Context: an optimization exercise on an open-source flow, tuned for small area. The choices shown serve that exercise and are no tape-out recipe.
In this exercise RTL edits were held to simulation tests only and were not proved equivalent to the original.
The flow treats the clock pin as an ideal source, which a real chip does not have.
Power and IR drop assume default switching activity.

exp/quartz:
## system_top
module system_top (
    input  clk,
    input  reset,
    input  serial_data_in,
    output serial_data_out,
    output parity_error,
    output frame_error
);
export LEC_CHECK = 0
export ABC_AREA = 1
export CAP_MARGIN = 20
export CORE_MARGIN = 2
export CORE_UTILIZATION = 55
export CTS_BUF_LIST = sky130_fd_sc_hd__clkbuf_8
export GPL_TIMING_DRIVEN = 0
export PLACE_DENSITY = 0.8
export SLEW_MARGIN = 20
create_clock -name core_clock -period 28.0 [get_ports {clk}]
standard.sh (not shown) runs the stock make flow with config.mk's settings and CLKGATE_MAP_FILE= SYNTH_SCRIPT=/design/flow/synth_recipe.tcl, a recipe that flattens the netlist after the stock synthesis.
==> flow/flow/run.sh <==
#!/bin/bash
# Own layout flow: the standard synthesis, then the combinational logic is
# re-mapped with an area-oriented ABC script (AIG resynthesis with &deepsyn;
# flip-flops are kept untouched: same instances, names and cell types), then
# the standard layout, with clock tree synthesis told not to add dummy
# loads and to use clkbuf_4 where the clock slew allows it (flow/post_cts.tcl),
# and the port buffers made with the smallest buffer cell.
set -euo pipefail
here=$(pwd)
res=$here/orfs/results/$FLOW_PLATFORM/system_top/base

bash standard.sh synth > synth_standard.log 2>&1

lib=$FLOW_HOME/platforms/$FLOW_PLATFORM/lib/sky130_fd_sc_hd__tt_025C_1v80.lib
yosys_exe=$(command -v yosys || echo "$FLOW_HOME/../tools/install/yosys/bin/yosys")
cp "$res/1_2_yosys.v" "$here/1_2_yosys_standard.v"
LIB=$lib IN_V=$here/1_2_yosys_standard.v OUT_V=$here/1_2_yosys_resynth.v \
  ABC_SCRIPT=$here/flow/area.abc PLATFORM_CONFIG=$FLOW_HOME/platforms/$FLOW_PLATFORM/config.mk \
  "$yosys_exe" -c flow/resynth.tcl > resynth.log 2>&1
cp "$here/1_2_yosys_resynth.v" "$res/1_2_yosys.v"
touch "$res/1_2_yosys.v"
rm -f "$res/1_synth.odb"

# ports are buffered as in the standard flow, with the smallest buffer
export BUFFER_PORTS_ARGS="-buffer_cell sky130_fd_sc_hd__buf_1"
export CTS_ARGS="-sink_clustering_enable -repair_clock_nets -dont_use_dummy_load -buf_list sky130_fd_sc_hd__clkbuf_4 -root_buf sky130_fd_sc_hd__clkbuf_4"
# clock buffers that drive too much load for a clkbuf_4 are made clkbuf_8
export POST_CTS_TCL=$here/flow/post_cts.tcl
bash standard.sh finish > layout.log 2>&1
==> flow/flow/post_cts.tcl <==
# Run by ORFS after clock tree synthesis (POST_CTS_TCL). The clock tree is
# built from clkbuf_4; each clock buffer whose loads would see a clock slew
# above 100 ps (placement estimate) is made a clkbuf_8, then the placement
# is legalized again.
estimate_parasitics -placement
set upsized 0
foreach inst [get_cells *] {
  set m [get_property $inst ref_name]
  if {$m ne "sky130_fd_sc_hd__clkbuf_4"} { continue }
  set worst 0
  set out [get_pins -of_objects $inst -filter "direction == output"]
  foreach pin [get_pins -of_objects [get_nets -of_objects $out] -filter "direction == input"] {
    set s [get_property $pin slew_max]
    if {$s > $worst} { set worst $s }
  }
  if {$worst > 0.100} {
    replace_cell $inst sky130_fd_sc_hd__clkbuf_8
    incr upsized
  }
}
puts "post_cts: made $upsized clock buffers clkbuf_8"
detailed_placement
check_placement -verbose
estimate_parasitics -placement
Other scripts of this flow, unchanged in this note and not shown: flow/flow/area.abc, flow/flow/resynth.tcl
exp/quartz reached the final stage; the timing, design-rule and antenna checks on its layout passed.
Inputs modified between exp/quartz and exp/indigo:
- PLACE_DENSITY: 0.8 -> unset
- CORE_UTILIZATION: 55 -> 40
diff --git a/flow/flow/run.sh b/flow/flow/run.sh
--- a/flow/flow/run.sh
+++ b/flow/flow/run.sh
@@ -5,4 +5,3 @@
 # the standard layout, with clock tree synthesis told not to add dummy
-# loads and to use clkbuf_4 where the clock slew allows it (flow/post_cts.tcl),
-# and the port buffers made with the smallest buffer cell.
+# loads and the port buffers made with the smallest buffer cell.
 set -euo pipefail
@@ -25,5 +24,3 @@
 export BUFFER_PORTS_ARGS="-buffer_cell sky130_fd_sc_hd__buf_1"
-export CTS_ARGS="-sink_clustering_enable -repair_clock_nets -dont_use_dummy_load -buf_list sky130_fd_sc_hd__clkbuf_4 -root_buf sky130_fd_sc_hd__clkbuf_4"
-# clock buffers that drive too much load for a clkbuf_4 are made clkbuf_8
-export POST_CTS_TCL=$here/flow/post_cts.tcl
+export CTS_ARGS="-sink_clustering_enable -repair_clock_nets -dont_use_dummy_load -buf_list sky130_fd_sc_hd__clkbuf_8 -root_buf sky130_fd_sc_hd__clkbuf_4"
 bash standard.sh finish > layout.log 2>&1
removed: flow/flow/post_cts.tcl
Results
The routability-driven placement congestion ratio number comes out higher for exp/quartz vs exp/indigo.
Delta (exp/indigo minus exp/quartz): pin slew with the least headroom to its limit rose by 18 ps; post-layout total power up 2.6%; number of clock buffers in the layout now sits at about the same level.
Compared to exp/quartz, exp/indigo has final area 1.6% higher.
Diff exp/quartz -> exp/indigo: global-route wire length before repair picked up an extra 83 um; routed wire length per instance fell 7.1%; detailed-route wire length -about 0.6%.
The inputs of exp/lagoon differ from those of exp/indigo as listed below.
- swapping 40 for 55 in CORE_UTILIZATION
- putting PLACE_DENSITY at 0.8 where nothing was set
diff --git a/flow/flow/run.sh b/flow/flow/run.sh
--- a/flow/flow/run.sh
+++ b/flow/flow/run.sh
@@ -5,3 +5,4 @@
 # the standard layout, with clock tree synthesis told not to add dummy
-# loads and the port buffers made with the smallest buffer cell.
+# loads and to use clkbuf_4 where the clock slew allows it (flow/post_cts.tcl),
+# and the port buffers made with the smallest buffer cell.
 set -euo pipefail
@@ -24,3 +25,5 @@
 export BUFFER_PORTS_ARGS="-buffer_cell sky130_fd_sc_hd__buf_1"
-export CTS_ARGS="-sink_clustering_enable -repair_clock_nets -dont_use_dummy_load -buf_list sky130_fd_sc_hd__clkbuf_8 -root_buf sky130_fd_sc_hd__clkbuf_4"
+export CTS_ARGS="-sink_clustering_enable -repair_clock_nets -dont_use_dummy_load -buf_list sky130_fd_sc_hd__clkbuf_4 -root_buf sky130_fd_sc_hd__clkbuf_4"
+# clock buffers that drive too much load for a clkbuf_4 are made clkbuf_8
+export POST_CTS_TCL=$here/flow/post_cts.tcl
 bash standard.sh finish > layout.log 2>&1
==> flow/flow/post_cts.tcl (new file) <==
# Run by ORFS after clock tree synthesis (POST_CTS_TCL). The clock tree is
# built from clkbuf_4; each clock buffer whose loads would see a clock slew
# above 112 ps (placement estimate) is made a clkbuf_8, then the placement
# is legalized again.
estimate_parasitics -placement
set upsized 0
foreach inst [get_cells *] {
  set m [get_property $inst ref_name]
  if {$m ne "sky130_fd_sc_hd__clkbuf_4"} { continue }
  set worst 0
  set out [get_pins -of_objects $inst -filter "direction == output"]
  foreach pin [get_pins -of_objects [get_nets -of_objects $out] -filter "direction == input"] {
    set s [get_property $pin slew_max]
    if {$s > $worst} { set worst $s }
  }
  if {$worst > 0.112} {
    replace_cell $inst sky130_fd_sc_hd__clkbuf_8
    incr upsized
  }
}
puts "post_cts: made $upsized clock buffers clkbuf_8"
detailed_placement
check_placement -verbose
estimate_parasitics -placement
==> comparison <==
exp/lagoon and exp/indigo ended up with roughly the same number of global-route vias before repair.
exp/lagoon vs exp/indigo: routed wire length per instance up by a little under 10%
Relative to exp/indigo, arrival time of the worst setup path has decreased by 50 ps in exp/lagoon.
The higher power share of the clock group of exp/indigo and exp/lagoon is in exp/indigo.
Lower final setup slack of the worst path was reported by exp/indigo, not exp/lagoon.
Cmp exp/lagoon vs exp/indigo: total routing usage reported by global routing higher in exp/lagoon
The run showing the greater post-layout minimum cycle time is exp/indigo.
The inputs of exp/umber differ from those of exp/lagoon as listed below.
- PLACE_DENSITY: 0.8 -> 0.9
- CORE_UTILIZATION: 55 -> 60
[summary]
| wire length the detailed router placed on met1 | exp/umber vs exp/lagoon | 1.8% lower |
Diff exp/lagoon -> exp/umber: number of non-filler instances in the completed layout decreased 25, power drawn by the clock network essentially unchanged.
Power consumption, exp/umber vs exp/lagoon: up slightly

## v1
Another version of the RTL of system_top (not shown whole).
Size: ~460 cells after synthesis, roughly 6 I/O pins, about 5600 um^2 of cells after synthesis.
==> flow/config.mk <==
export PLATFORM = sky130hd
export DESIGN_NAME = system_top
export DESIGN_NICKNAME = system_top
export VERILOG_FILES = /design/flow/design.v
export SDC_FILE = /design/flow/constraint.sdc
export NUM_CORES = 4
export LEC_CHECK = 0
export ABC_AREA = 1
export CAP_MARGIN = 20
export CORE_MARGIN = 2
export CORE_UTILIZATION = 40
export CTS_BUF_LIST = sky130_fd_sc_hd__clkbuf_8
export GPL_TIMING_DRIVEN = 0
export SLEW_MARGIN = 20
==> flow/constraint.sdc <==
create_clock -name core_clock -period 28.0 [get_ports {clk}]
set_input_delay 5.6000 -clock core_clock [delete_from_list [all_inputs] [get_ports {clk}]]
set_output_delay 5.6000 -clock core_clock [all_outputs]
set_load 0.01 [all_outputs]
==> flow/flow/run.sh <==
#!/bin/bash
# Own layout flow: the standard synthesis, then the combinational logic is
# re-mapped with an area-oriented ABC script (AIG resynthesis with &deepsyn) (flip-flops are kept untouched:
# same instances, names and cell types), then the standard layout, with
# clock tree synthesis told not to add dummy loads.
set -euo pipefail
here=$(pwd)
res=$here/orfs/results/$FLOW_PLATFORM/system_top/base

bash standard.sh synth > synth_standard.log 2>&1

lib=$FLOW_HOME/platforms/$FLOW_PLATFORM/lib/sky130_fd_sc_hd__tt_025C_1v80.lib
yosys_exe=$(command -v yosys || echo "$FLOW_HOME/../tools/install/yosys/bin/yosys")
cp "$res/1_2_yosys.v" "$here/1_2_yosys_standard.v"
LIB=$lib IN_V=$here/1_2_yosys_standard.v OUT_V=$here/1_2_yosys_resynth.v \
  ABC_SCRIPT=$here/flow/area.abc PLATFORM_CONFIG=$FLOW_HOME/platforms/$FLOW_PLATFORM/config.mk \
  "$yosys_exe" -c flow/resynth.tcl > resynth.log 2>&1
cp "$here/1_2_yosys_resynth.v" "$res/1_2_yosys.v"
touch "$res/1_2_yosys.v"
rm -f "$res/1_synth.odb"

export CTS_ARGS="-sink_clustering_enable -repair_clock_nets -dont_use_dummy_load -buf_list sky130_fd_sc_hd__clkbuf_8"
bash standard.sh finish > layout.log 2>&1
==> flow/flow/area.abc <==
strash
&get -n
&deepsyn -I 10 -J 100 -T 900
&dch -f
&nf -a -R 1000
&put
==> flow/flow/resynth.tcl <==
# Re-map the combinational logic of the standard synthesis netlist for area.
yosys -import
set lib $::env(LIB)

# the platform's don't-use cells
set dont_use {}
set fh [open $::env(PLATFORM_CONFIG) r]
set in_list 0
while {[gets $fh line] >= 0} {
  if {[regexp {^\s*export\s+DONT_USE_CELLS\s*\+?=} $line]} { set in_list 1 }
  if {$in_list} {
    foreach w [split [regsub -all {\\} $line " "] " \t"] {
      if {[string match "sky130_*" $w]} { lappend dont_use -dont_use $w }
    }
    if {![regexp {\\\s*$} $line]} { set in_list 0 }
  }
}
close $fh
puts "dont_use: $dont_use"

read_liberty -ignore_miss_func $lib
read_verilog $::env(IN_V)
hierarchy -top system_top
# flip-flops stay as they are
setattr -mod -set keep_hierarchy 1 sky130_fd_sc_hd__df* sky130_fd_sc_hd__edf*
flatten
opt_clean -purge
abc -liberty $lib {*}$dont_use -script $::env(ABC_SCRIPT)
opt_clean -purge
hilomap -singleton -hicell sky130_fd_sc_hd__conb_1 HI -locell sky130_fd_sc_hd__conb_1 LO
select system_top
write_verilog -noattr -nohex -nodec -selected $::env(OUT_V)

# check the result against the library's cells
design -reset
read_liberty -lib $lib
read_verilog $::env(OUT_V)
hierarchy -check -top system_top
check -assert -mapped
tee -o resynth_stat.txt stat -liberty $lib
No stage failed in v1, and the final checks on the layout all came back clean.
--- input diff v1..v28 ---
--- a/flow/flow/run.sh
+++ b/flow/flow/run.sh
@@ -22 +22 @@
-export CTS_ARGS="-sink_clustering_enable -repair_clock_nets -dont_use_dummy_load -buf_list sky130_fd_sc_hd__clkbuf_8"
+export CTS_ARGS="-sink_clustering_enable -repair_clock_nets -dont_use_dummy_load -buf_list sky130_fd_sc_hd__clkbuf_16 -sink_clustering_size 30"
--- outcome ---
Sort v1 and v28 by switching part of the total desc -> top: v1. Delta (v28 minus v1): final worst-path cycle share has remained practically unchanged, via count of the first global-routing pass has increased. Compared with v1, in v28 overall power of the completed layout increased 13%; per-cell routed wire length has increased; final routed wirelength across all metal layers grew by 1.6%; final area moved up; sequential share of layout area shrank by 2.0 points.
Input changes introduced in v34 (baseline for comparison: v28):
--- a/flow/flow/run.sh
+++ b/flow/flow/run.sh
@@ -3 +3 @@
-# re-mapped with an area-oriented ABC script (AIG resynthesis with &deepsyn) (flip-flops are kept untouched:
+# re-mapped with an area-oriented ABC script (flip-flops are kept untouched:
@@ -22 +22 @@
-export CTS_ARGS="-sink_clustering_enable -repair_clock_nets -dont_use_dummy_load -buf_list sky130_fd_sc_hd__clkbuf_16 -sink_clustering_size 30"
+export CTS_ARGS="-sink_clustering_enable -repair_clock_nets -dont_use_dummy_load -buf_list sky130_fd_sc_hd__clkbuf_8"
==> flow/flow/area.abc <==
strash
dc2
&get -n
&dch -f
&nf -a -R 1000
&put
==> comparison <==
| minimum setup slack after placement | v34 vs v28 | 0.20 ns lower |
Cmp v34 vs v28: transition time at the pin with the least slew margin higher in v34
Mean instance size in the synthesized netlist on v34 is down relative to v28.
Total wire length after detailed routing deteriorates in v34 relative to v28.

==> what the ideal ports hide <==
In the flow no input, the clock included, has a driving cell. The finished layouts below were timed again as built, in two steps. Step 1 assumes that a clkbuf_16 drives the clock port and a buf_2 every other input. Step 2 adds t to the input delays and takes it off the output delays; t is the mean of the earliest and latest rising clock arrival at the registers after step 1. Input paths then give back, and output paths get back, about the clock's delay inside the block. Three values: ideal, step 1, step 2; two values: the first two.
run | t (ns) | slack for setup (ns) | worst setup path at the end | pins driven straight from the clock port
exp/quartz | 0.441 | 16.055 / 16.034 / 16.034 | input to output | 1
exp/indigo | 0.591 | 15.998 / 15.979 / 15.979 | input to output | 1
exp/lagoon | 0.440 | 16.052 / 16.031 / 16.031 | input to output | 1
exp/umber | 0.430 | 16.042 / 16.021 / 16.021 | input to output | 1
v1 | 0.465 | 15.150 / 15.127 / 15.127 | input to output | 1
v28 | 0.447 | 15.142 / 15.119 / 15.119 | input to output | 1
v34 | 0.478 | 14.942 / 14.918 / 14.918 | input to output | 1
After both steps every run listed still meets setup and hold. The setup slack of v34, which loses most, moves by -0.024 ns with the drivers and by -0.024 ns with both steps.
